This is an optimization exercise on Yosys and OpenROAD, whose aim is small area, not a production implementation. No functional check of the RTL was part of this run. Power figures rest on the tool's default switching activity, not on a simulated workload.

--- flow/flow/abc_area.script ---
strash
dc2
dch -f
amap
--- flow/standard.sh ---
#!/bin/bash
# synth_recipe.tcl (not shown) runs the flow's synth.tcl, then flattens the netlist and writes it again
# the make line also repeats each setting of config.mk as NAME=value (left out here)
make -C /OpenROAD-flow-scripts/flow DESIGN_CONFIG=/design/flow/config.mk WORK_HOME=/design/flow/orfs CLKGATE_MAP_FILE= SYNTH_SCRIPT=/design/flow/synth_recipe.tcl "${@:-finish}"
--- flow/flow/ties.tcl ---
# Tie cells for the constant outputs: the standard flow gives each output its
# own tie cell; here one tie cell drives up to TIE_FANOUT outputs of the same
# value (in port order).
read_db $::env(ODB)
set block [ord::get_db_block]
set n $::env(TIE_FANOUT)
foreach pin {LO HI} {
  # tie cells whose only load is one output port
  set ties {}
  foreach inst [$block getInsts] {
    if {[[$inst getMaster] getName] ne "sky130_fd_sc_hd__conb_1"} continue
    set it [$inst findITerm $pin]
    set net [$it getNet]
    if {$net eq "NULL"} continue
    if {[llength [$net getITerms]] != 1 || [llength [$net getBTerms]] != 1} continue
    lappend ties [list [[lindex [$net getBTerms] 0] getName] $inst $net]
  }
  set ties [lsort -dictionary -index 0 $ties]
  set keep ""
  set used 0
  foreach t $ties {
    lassign $t name inst net
    if {$keep eq "" || $used >= $n} {
      set keep $net
      set used 1
      continue
    }
    # move the port to the kept tie's net, remove this tie cell and its net
    set bt [lindex [$net getBTerms] 0]
    $bt disconnect
    $bt connect $keep
    odb::dbInst_destroy $inst
    odb::dbNet_destroy $net
    incr used
  }
  puts "ties on $pin: [llength $ties] outputs"
}
write_db $::env(ODB)
--- flow/design.v ---
module stage23_encode_module (
    clk , rst_n ,
    original_data_1 , original_data_2 , original_data_3 ,
    message_en_in ,
    message_en_out ,
    packet_head_data_out ,
    length_fast_1_out , length_fast_2_out , length_fast_3_out ,
    message_fast_1_out , message_fast_2_out , message_fast_3_out ,
    packet_ETX_data_out
    );
    input          clk , rst_n , message_en_in ;
    input  [263:0] original_data_1 , original_data_2 , original_data_3 ;
    output         message_en_out ;
    output [119:0] packet_head_data_out ;
    output [7:0]   length_fast_1_out , length_fast_2_out , length_fast_3_out ;
    output [343:0] message_fast_1_out , message_fast_2_out , message_fast_3_out ;
    output [7:0]   packet_ETX_data_out ;
    reg         en1 ;
    reg [263:0] s1_d1 , s1_d2 , s1_d3 ;
    always @( posedge clk ) begin
        en1   <= rst_n & message_en_in ;
        s1_d1 <= original_data_1 ;
        s1_d2 <= original_data_2 ;
        s1_d3 <= original_data_3 ;
    end
    reg  [7:0]  dict_pid , dict_mc , dict_mt ;
    wire [23:0] eh1 , eh2 , eh3 ;
    wire        v1 , v2 , v3 ;
    wire        z1 , z2 , z3 , q3 ;
    hdr_eff #( .SLOT3 ( 0 ) ) he1 ( .d ( s1_d1 ) , .d2 ( s1_d2 ) , .eh ( eh1 ) , .valid ( v1 ) , .zero ( z1 ) , .is_q ( ) );
    hdr_eff #( .SLOT3 ( 0 ) ) he2 ( .d ( s1_d2 ) , .d2 ( s1_d2 ) , .eh ( eh2 ) , .valid ( v2 ) , .zero ( z2 ) , .is_q ( ) );
    hdr_eff #( .SLOT3 ( 1 ) ) he3 ( .d ( s1_d3 ) , .d2 ( s1_d2 ) , .eh ( eh3 ) , .valid ( v3 ) , .zero ( z3 ) , .is_q ( q3 ) );
    wire [2:0]  dnz  = { dict_pid != 8'd0 , dict_mc != 8'd0 , dict_mt != 8'd0 } ;
    wire [2:0]  c1 = { s1_d1[263:256] != dict_pid , s1_d1[255:248] != dict_mc , s1_d1[247:240] != dict_mt } ;
    wire [2:0]  c2 = { s1_d2[263:256] != dict_pid , s1_d2[255:248] != dict_mc , s1_d2[247:240] != dict_mt } ;
    wire [2:0]  c3 = { s1_d3[263:256] != dict_pid , s1_d3[255:248] != dict_mc , s1_d3[247:240] != dict_mt } ;
    wire [2:0]  ne1 = z1 ? dnz : c1 ;
    wire [2:0]  ne2 = z2 ? dnz : c2 ;
    wire [2:0]  ne3 = q3 ? c2 : z3 ? dnz : c3 ;
    always @( posedge clk ) begin
        if ( !rst_n )
            { dict_pid , dict_mc , dict_mt } <= 24'd0 ;
        else if ( en1 ) begin
            if ( v3 )
                { dict_pid , dict_mc , dict_mt } <= eh3 ;
            else if ( v2 )
                { dict_pid , dict_mc , dict_mt } <= eh2 ;
            else if ( v1 )
                { dict_pid , dict_mc , dict_mt } <= eh1 ;
        end
    end
    reg  [79:0] seq ;
    reg  [4:0]  seq_all ;
    wire [5:0]  seq_tg ;
    wire [79:0] seq_t ;
    wire [79:0] seq_n = seq ^ seq_t ;
    assign seq_tg[0] = en1 ;
    genvar sg , si ;
    generate
        for ( sg = 0 ; sg < 5 ; sg = sg + 1 ) begin : gsq
            assign seq_tg[sg + 1] = seq_tg[sg] & seq_all[sg] ;
            assign seq_t[16 * sg]  = seq_tg[sg] ;
            for ( si = 1 ; si < 16 ; si = si + 1 ) begin : gsb
                assign seq_t[16 * sg + si] = seq_t[16 * sg + si - 1] & seq[16 * sg + si - 1] ;
            end
        end
    endgenerate
    always @( posedge clk ) begin
        if ( !rst_n ) begin
            seq     <= { 80 { 1'b1 } } ;
            seq_all <= 5'b11111 ;
        end else begin
            seq     <= seq_n ;
            seq_all <= { &seq_n[79:64] , &seq_n[63:48] , &seq_n[47:32] , &seq_n[31:16] , &seq_n[15:0] } ;
        end
    end
    reg         en2 ;
    reg [263:0] s2_d1 , s2_d2 , s2_d3 ;
    reg [2:0]   s2_ne1 , s2_ne2 , s2_ne3 ;
    reg [1:0]   s2_k1 , s2_k2 , s2_k3 ;       
    always @( posedge clk ) begin
        en2    <= rst_n & en1 ;
        s2_d1  <= s1_d1 ;
        s2_d2  <= s1_d2 ;
        s2_d3  <= s1_d3 ;
        s2_ne1 <= ne1 ;
        s2_ne2 <= ne2 ;
        s2_ne3 <= ne3 ;
        s2_k1  <= { 1'b0 , ne1[2] } + { 1'b0 , ne1[1] } + { 1'b0 , ne1[0] } ;
        s2_k2  <= { 1'b0 , ne2[2] } + { 1'b0 , ne2[1] } + { 1'b0 , ne2[0] } ;
        s2_k3  <= { 1'b0 , ne3[2] } + { 1'b0 , ne3[1] } + { 1'b0 , ne3[0] } ;
    end
    fast_slot #( .QUIRK ( 1 ) ) fs1 ( .d ( s2_d1 ) , .qd ( s2_d1 ) , .ne ( s2_ne1 ) , .k ( s2_k1 ) ,
                                      .msg ( message_fast_1_out ) , .len ( length_fast_1_out ) );
    fast_slot #( .QUIRK ( 0 ) ) fs2 ( .d ( s2_d2 ) , .qd ( s2_d2 ) , .ne ( s2_ne2 ) , .k ( s2_k2 ) ,
                                      .msg ( message_fast_2_out ) , .len ( length_fast_2_out ) );
    fast_slot #( .QUIRK ( 0 ) ) fs3 ( .d ( s2_d3 ) , .qd ( s2_d2 ) , .ne ( s2_ne3 ) , .k ( s2_k3 ) ,
                                      .msg ( message_fast_3_out ) , .len ( length_fast_3_out ) );
    wire [1:0] msg_count = { 1'b0 , s2_d1[255:248] != 8'd0 } +
                           { 1'b0 , s2_d2[255:248] != 8'd0 } +
                           { 1'b0 , s2_d3[255:248] != 8'd0 } ;
    assign message_en_out       = en2 ;
    assign packet_head_data_out = { 8'hAA , 8'h0F , seq , 16'h0000 , 6'b000000 , msg_count } ;
    assign packet_ETX_data_out  = 8'h55 ;
endmodule
module hdr_eff #( parameter SLOT3 = 0 ) ( d , d2 , eh , valid , zero , is_q );
    input  [263:0] d , d2 ;
    output [23:0]  eh ;
    output         valid ;
    output         zero ;      
    output         is_q ;
    wire [7:0] c = d[255:248] ;
    wire [7:0] t = d[247:240] ;
    wire is_d = ( c == 8'h64 ) ;
    assign is_q = ( c == 8'h71 ) ;
    wire is_n = ( c == 8'h4e ) ;
    wire n_ok = ( t == 8'h4c ) | ( t == 8'h4d ) | ( t == 8'h4e ) | ( t == 8'h52 ) | ( t == 8'h53 ) ;
    assign valid = ( c == 8'h61 ) | is_d | ( c == 8'h6b ) | is_q | is_n ;
    assign zero = is_d | ( is_n & !n_ok ) ;
    wire [23:0] h = ( SLOT3 && is_q ) ? d2[263:240] : d[263:240] ;
    assign eh = zero ? 24'd0 : h ;
endmodule
module fast_slot #( parameter QUIRK = 0 ) ( d , qd , ne , k , msg , len );
    input  [263:0] d , qd ;
    input  [2:0]   ne ;
    input  [1:0]   k ;
    output [343:0] msg ;
    output [7:0]   len ;
    wire [7:0] P = d[263:256] ;
    wire [7:0] C = d[255:248] ;
    wire [7:0] T = d[247:240] ;
    wire is_a = ( C == 8'h61 ) ;
    wire is_d = ( C == 8'h64 ) ;
    wire is_k = ( C == 8'h6b ) ;
    wire is_q = ( C == 8'h71 ) ;
    wire is_n = ( C == 8'h4e ) ;
    wire n_lr = is_n & ( ( T == 8'h4c ) | ( T == 8'h52 ) ) ;
    wire n_m  = is_n & ( T == 8'h4d ) ;
    wire n_ns = is_n & ( ( T == 8'h4e ) | ( T == 8'h53 ) ) ;
    wire fam  = is_a | is_k | n_lr | n_m | n_ns ;    
    wire nonq = fam | is_d ;
    wire [5:0] base = is_a ? 6'd28 : is_k ? 6'd32 : ( is_d | is_q ) ? 6'd19 :
                      n_lr ? 6'd2 : n_m ? 6'd6 : n_ns ? 6'd10 : 6'd0 ;
    assign len = { 2'b00 , base } + { 6'd0 , ( nonq | is_q ) ? k : 2'd0 } ;
    wire k_ge1 = k[0] | k[1] ;
    wire k_ge2 = k[1] ;
    wire k_eq3 = k[0] & k[1] ;
    function lt ;
        input integer jj , b ;
        input         c ;
        begin
            if ( jj < b )          lt = c ;
            else if ( jj == b )     lt = c & k_ge1 ;
            else if ( jj == b + 1 ) lt = c & k_ge2 ;
            else if ( jj == b + 2 ) lt = c & k_eq3 ;
            else                    lt = 1'b0 ;
        end
    endfunction
    wire [7:0] g2 = ne[0] ? T : ne[1] ? C : P ;
    wire [7:0] g1 = ( ne[0] & ne[1] ) ? C : P ;
    wire [7:0] g0 = P ;
    wire [135:0] dbody = { d[262:256] , 8'h64 , d[247:240] , 8'h00 , d[239:231] , d[222:200] , 8'h00 , d[199:135] } ;
    wire [7:0] y [0:37] ;
    genvar mi ;
    generate
        for ( mi = 0 ; mi <= 34 ; mi = mi + 1 ) begin : gy
            localparam integer m = mi - 2 ;
            wire [7:0] fv = ( m == 0 ) ? g0 : ( m == 1 ) ? g1 : ( m == 2 ) ? g2 :
                            ( m >= 3 ) ? d[239 - 8 * ( m - 3 ) -: 8] : 8'h00 ;
            wire [7:0] dv = ( m >= 3 && m <= 19 ) ? dbody[135 - 8 * ( m - 3 ) -: 8] : 8'h00 ;
            wire [7:0] qv = ( m <= 8 ) ? qd[239 - 8 * ( m + 8 ) -: 8] : 8'h00 ;
            if ( m < 0 ) begin : yq
                assign y[mi] = qv ;
            end else if ( m <= 8 ) begin : yqdf
                wire fsel = ~is_q & ~is_d ;
                assign y[mi] = ( { 8 { is_q } } & qv ) | ( { 8 { is_d } } & dv ) | ( { 8 { fsel } } & fv ) ;
            end else if ( m <= 19 ) begin : ydf
                assign y[mi] = is_d ? dv : fv ;
            end else begin : yf
                assign y[mi] = fv ;
            end
        end
    endgenerate
    assign y[35] = 8'h00 ;
    assign y[36] = 8'h00 ;
    assign y[37] = 8'h00 ;
    wire [7:0] z [0:37] ;
    genvar j ;
    generate
        for ( j = 0 ; j <= 37 ; j = j + 1 ) begin : gz
            if ( j == 0 ) begin : z0
                assign z[j] = k[0] ? 8'h00 : y[j] ;
            end else begin : zn
                assign z[j] = k[0] ? y[j - 1] : y[j] ;
            end
        end
    endgenerate
    wire quirk = ( QUIRK != 0 ) & n_lr & ( ne == 3'b011 ) ;
    wire pm    = nonq & ~quirk ;
    wire c_lr = n_lr & ~quirk ;
    wire [7:0] o [0:34] ;
    generate
        for ( j = 0 ; j <= 34 ; j = j + 1 ) begin : go
            wire gj = lt ( j , 28 , is_a ) | lt ( j , 32 , is_k ) | lt ( j , 19 , is_d ) |
                      lt ( j , 8 , is_q ) | lt ( j , 2 , c_lr ) | lt ( j , 6 , n_m ) |
                      lt ( j , 10 , n_ns ) ;
            wire       sa = gj & k[1] , sb = gj & ~k[1] ;
            wire [7:0] sh = ( { 8 { sa } } & z[j + 1] ) | ( { 8 { sb } } & z[j + 3] ) ;
            if ( j == 0 ) begin : pm0
                assign o[j] = is_q ? sh : { pm , ~ne[2] & pm , ~ne[1] & pm , ~ne[0] & pm , 4'b0000 } ;
            end else if ( j == 1 ) begin : pm1
                assign o[j] = is_q ? sh : 8'h00 ;
            end else begin : rest
                assign o[j] = sh ;
            end
        end
    endgenerate
    wire [343:0] norm ;
    generate
        for ( j = 0 ; j <= 34 ; j = j + 1 ) begin : gm
            assign norm[343 - 8 * j -: 8] = o[j] ;
        end
    endgenerate
    assign norm[63:0] = 64'd0 ;
    assign msg = norm | { 7'b0 , { 16 { quirk } } & { C , T } , 321'b0 } ;
endmodule
--- flow/constraint.sdc ---
create_clock -name core_clock -period 7.0 [get_ports {clk}]
set_input_delay 1.4000 -clock core_clock [delete_from_list [all_inputs] [get_ports {clk}]]
set_output_delay 1.4000 -clock core_clock [all_outputs]
set_load 0.01 [all_outputs]
--- flow/flow/synth_wrap.tcl ---
proc synth {args} { yosys synth -nofsm -noshare {*}$args }
source $::env(OWN_SYNTH_TCL)
# left out here: clear keep_hierarchy, flatten, clean up, hide names made inside functions, write 1_2_yosys.v
--- flow/config.mk ---
export PLATFORM = sky130hd
export DESIGN_NAME = stage23_encode_module
export DESIGN_NICKNAME = stage23_encode_module
export VERILOG_FILES = /design/flow/design.v
export SDC_FILE = /design/flow/constraint.sdc
export NUM_CORES = 8
export LEC_CHECK = 0
export CAP_MARGIN = 20
export CORE_AREA = 5 5 1095 255
export CTS_CLUSTER_DIAMETER = 60
export CTS_CLUSTER_SIZE = 22
export DIE_AREA = 0 0 1100 260
export SLEW_MARGIN = 20
--- flow/flow/run.sh ---
#!/bin/bash
# Own layout flow: the standard flow (standard.sh), except that
#  - synthesis maps with an area-oriented ABC script and without ORFS's adder
#    extraction (same Yosys passes, registers and names otherwise),
#  - a tie cell drives up to 4 constant outputs instead of one (ties.tcl),
#  - the port buffers are the smallest buffer cell,
#  - clock tree synthesis uses no dummy loads (its sink clustering and buffer
#    come from config.mk's CTS_* settings, with defaults below).
set -euo pipefail
W=$(pwd)
F=$W/flow
R=$W/orfs/results/$FLOW_PLATFORM/stage23_encode_module/base

# ORFS's synth.tcl with the ABC call replaced
sed -e 's|log_cmd abc {\*}\$abc_args|log_cmd abc -script $::env(OWN_ABC_SCRIPT) {*}$lib_args {*}$lib_dont_use_args|' \
    "$FLOW_HOME/scripts/synth.tcl" > "$W/own_synth.tcl"
grep -q 'OWN_ABC_SCRIPT' "$W/own_synth.tcl"
export OWN_SYNTH_TCL=$W/own_synth.tcl
export OWN_ABC_SCRIPT=$F/abc_area.script

bash standard.sh SYNTH_SCRIPT="$F/synth_wrap.tcl" ADDER_MAP_FILE= SYNTH_INSBUF=0 synth > "$W/own_synth.log" 2>&1

bash standard.sh floorplan > "$W/own_floorplan.log" 2>&1
ODB=$R/2_floorplan.odb LIB=$FLOW_HOME/platforms/sky130hd/lib/sky130_fd_sc_hd__tt_025C_1v80.lib TIE_FANOUT=4 \
    openroad -no_init -exit "$F/ties.tcl" > "$W/own_ties.log" 2>&1

setting() { sed -n "s/^export $1 = //p" config.mk | tail -1; }
CSIZE=$(setting CTS_CLUSTER_SIZE); CSIZE=${CSIZE:-20}
CDIAM=$(setting CTS_CLUSTER_DIAMETER); CDIAM=${CDIAM:-60}
CBUF=$(setting CTS_BUF_LIST); CBUF=${CBUF:-sky130_fd_sc_hd__clkbuf_16}
CTS="-sink_clustering_enable -repair_clock_nets -sink_clustering_size $CSIZE"
CTS="$CTS -sink_clustering_max_diameter $CDIAM -buf_list {$CBUF} -dont_use_dummy_load"
bash standard.sh BUFFER_PORTS_ARGS="-buffer_cell sky130_fd_sc_hd__buf_1" CTS_ARGS="$CTS" finish > "$W/own_layout.log" 2>&1
test -s out/final.def
==> impl_metrics.tcl <==
set metrics [dict create \
    hold_depth 0 \
    grt_remaining_overflow 0 \
    antenna_found_initial 216 \
    postCtsHoldBufs 0 \
    worst_hold_slack_ns 0.2592 \
    p_total_mw 18.27 \
    synthFlopType "dfxtp_1" \
    initial_utilization_pct 20.67 \
    async_flop_share_pct 0 \
    syn2layout_area_growth_pct 27.65 \
    dr.pass1.iters 11 \
    r2r-start "s1_d1[254]$_DFF_P_" \
    numCtsBuffers 92 \
    intPower_mw 13.13 \
    synth-edff-count 0 \
    switchingPower_mw 5.137 \
    total_leakage_power_nw 24.65 \
    grt_pass1_vias 54937 \
    fp.dieArea_um2 286000 \
    hold_viol_final 0 \
    switching_share_pct 28.12 \
    postCtsResizedCells 0 \
    crit_type "reg2out" \
    clkSinkCount 1709 \
    htreeDepth 3 \
    yosys.area.top_type "dfxtp_1" \
    clock_power_share_pct 31.2 \
    cp.depth 12 \
    dieHeight_um 260 \
    clk_transition_reported_paths_ns 0.11 \
    p_per_area_nw_per_um2 256.7 \
    cts_tree "yes" \
    fillers 29487 \
    gr-usage-all-layers_pct 27.13 \
    port_buffers 1735 \
    num_rows 91 \
    cts_setup_buffers 0 \
    arrival_ns 5.11 \
    fmax_ghz 0.1536 \
    clockBufferDepth 3 \
    grt_pass1_wl_um 527500 \
    grt_start_max_net_pins 170 \
    combPwrFrac_pct 9.4 \
    critPathRequiredTime_ns 5.60 \
    vias_per_cell 5.548 \
    maxCapViolations 0 \
    worstMarginPinSlew_ns 1.243 \
    yosysSeqAreaShare_pct 61.37 \
    slowest_stage "nor4_1" \
    die_w_um 1100 \
    max_stage_delay_ns 0.58 \
    routedWlPerCell_um 37.13 \
    routed-via-count 62265 \
    share_seq_of_total_power_pct 59.5 \
    drive_gt1_share_pct 4.044 \
    ys_types 45 \
    nNetsFinal 8290 \
    synth_seq_cells 1709 \
    drt_wl_total_um 416600 \
    slew_headroom_pct 17.02 \
    skew_ns 0.06493 \
    reg2reg_depth 10 \
    yosysTopAreaCellShare_pct 61.37 \
    cp_top_family "simple AND/OR/NAND/NOR gates" \
    setup_viol 0 \
    remaining_drc_errors 0 \
    slew_viol_final 0 \
    core_area_um2 269700 \
    critPathLaunch "s2_d2[251]$_DFF_P_" \
    drt-initial-drc-count 11555 \
    min_period_over_period_pct 93.00 \
    hold_path.class "reg2reg" \
    hold_start "s1_d3[230]$_DFF_P_" \
    vdd_drop_max_uv 185.0 \
    drt.antenna.violating_nets 0 \
    finalCriticalPeriod_ns 6.510 \
    status "timing/DRC/antenna clean" \
    cp.buffers_inverters 4 \
    yosysWarningCount 3 \
    routabilityCongestion 1.100 \
    syn_area_per_cell_um2 10.11 \
    worstPathCellList "nand2_1 -> nor4_1 -> nand4_1 -> nor3_1 -> clkinv_1 -> o21ai_0 -> nor3_1 -> nor2_1 -> clkinv_1 -> buf_4 -> o22ai_1 -> buf_1" \
    worst_setup_path_start_kind "register" \
    ios 1980 \
    cp-end-kind "output pin" \
    syn_inst 5514 \
    crit_fanout 23 \
    insertion_delay_ns 0.73 \
    yosys-top-cells-area "dfxtp_1 61%, o22ai_1 19%, clkinv_1 3.0%, nor2_1 2.9%, o21ai_0 2.0%" \
    dpl.hpwl_um 341600 \
    synth_area_um2 55750 \
    cts_root_buf "clkbuf_16" \
    rsz0062_at_grt "false" \
]
kinds of logic after synthesis:
logic type | count (synthesis) | synth area share, %
AO/OA/AOI/OAI | 2504 | 28.94
flip-flops | 1709 | 61.37
buffers and inverters | 441 | 2.969
AND/OR/NAND/NOR | 858 | 6.704
other | 2 | 0.01347
worst register-to-register path, stage by stage (launching register included):
cell and delay (ns):
dfxtp_1 0.58, clkinv_1 0.20, nor4_1 0.28, nand4_1 0.17, o21ai_0 0.82, clkinv_1 0.69, nand2_1 0.98, nor2_1 0.11
o32a_1 0.35, o21ai_0 0.14, a21oi_1 0.06
layer usage:
| layer | global-route usage, % | up-vias | wire length [um] |
|---|---|---|---|
| met5 | 1.549 | - | 667 |
| met4 | 9.861 | 60 | 19380 |
| met3 | 12.20 | 1152 | 57280 |
| met2 | 38.54 | 5121 | 168600 |
| met1 | 35.90 | 30415 | 170700 |
| li1 | - | 25517 | - |
cell type report:
class                      instances  area [um2]  area share, %
multi-input combinational       3423       20810          29.24
sequential                      1709       34220          48.09
clock buffer                      92        2302          3.235
antenna                          102       255.2         0.3587
tap                             3627        4538          6.377
inverter                         441        1682          2.363
timing repair buffer            1828        7350          10.33
Yosys cell counts (all sizes together) (16+ instances only):
cell type,instances
a31oi,20
o21ai,225
nor3,37
nand3,16
o21a,20
nor2,424
o22ai,1722
a22oi,40
o32ai,17
nor4,38
clkinv,441
or2,63
dfxtp,1709
a221oi,17
nand2,210
nand4,17
o32a,44
a22o,20
a21oi,172
a222oi,73
o22a,89
metrics by stage:
step | instances | TNS [ns] | setup WS, ns | utilization [%] | instance area, um2
final | 11222 | 0 | 0.4903 | 26.38 | 71160
after global routing | 11171 | 0 | 0.1312 | 26.34 | 71030
after CTS | 11120 | 0 | 0.5939 | 26.28 | 70880
after detailed placement | 11028 | 0 | 1.468 | 25.42 | 68580
after global placement | 11028 | 0 | 1.452 | 25.42 | 68580
after floorplan | 5756 | -1705.93 | -2.677 | - | 57190
registers in the layout, summed over array words and instances, names as in the netlist:
signal	cells
dict_mc	8
dict_mt	8
dict_pid	8
en1	1
en2	1
s1_d1	264
s1_d2	264
s1_d3	264
s2_d1	264
s2_d2	264
s2_d3	264
s2_k1	2
s2_k2	2
s2_k3	2
s2_ne1	3
s2_ne2	3
s2_ne3	3
seq	80
seq_all	4
power by group through the flow:
stage | Combinational [mW] | Sequential [mW] | Clock (mW)
floorplan | 0.876 | 10.7 | 0
global placement | 1.62 | 11.0 | 0
detailed placement | 1.61 | 11.0 | 0
CTS | 1.62 | 10.8 | 5.77
global route | 1.78 | 10.9 | 6.15
finish | 1.71 | 10.9 | 5.69
cell usage in the layout, fill, tap and decap left out, drive strengths merged, types with 89 or more instances in the layout:
cell type | synthesis | routed
diode | 0 | 102
clkinv | 441 | 431
buf | 0 | 1827
dfxtp | 1709 | 1709
nor2 | 424 | 424
a21oi | 172 | 172
o22a | 89 | 89
clkbuf | 0 | 93
nand2 | 210 | 210
o21ai | 225 | 225
o22ai | 1722 | 1722
path summary, 6_finish.rpt:
| kind | slack, ns | endpoint |
|---|---|---|
| hold / removal | 0.26 | s2_d3[230]$_DFF_P_ |
| setup / recovery | 0.49 | message_fast_2_out[319] |
| setup reg to reg | 2.45 | dict_mt[0]$_SDFFE_PN0P_ |
| hold reg to reg | 0.26 | s2_d3[230]$_DFF_P_ |

## port drivers added, routing unchanged
How much do the figures lean on ideal ports? The routed layout below was timed once more, with nothing changed but the port constraints. Step 1 assumes that a clkbuf_16 drives the clock port and a buf_2 every other input. Step 2 times the ports against the registers' clock, not the clock port: input delays grow and output delays shrink by t, the midpoint of the rising clock arrivals with the driver on. a / b / c = no drivers / after step 1 / after step 2; a / b = the first two.
t, ns: 0.786
slack for setup (ns): 0.490 / 0.422 / 1.209
worst setup path at the end: register to output
clock arrival spread, ns: 0.111 / 0.111
pins driven straight from the clock port: 1
After both steps setup and hold are still met in this run. The setup slack of this run moves by -0.068 ns with the drivers and by +0.719 ns with both steps.
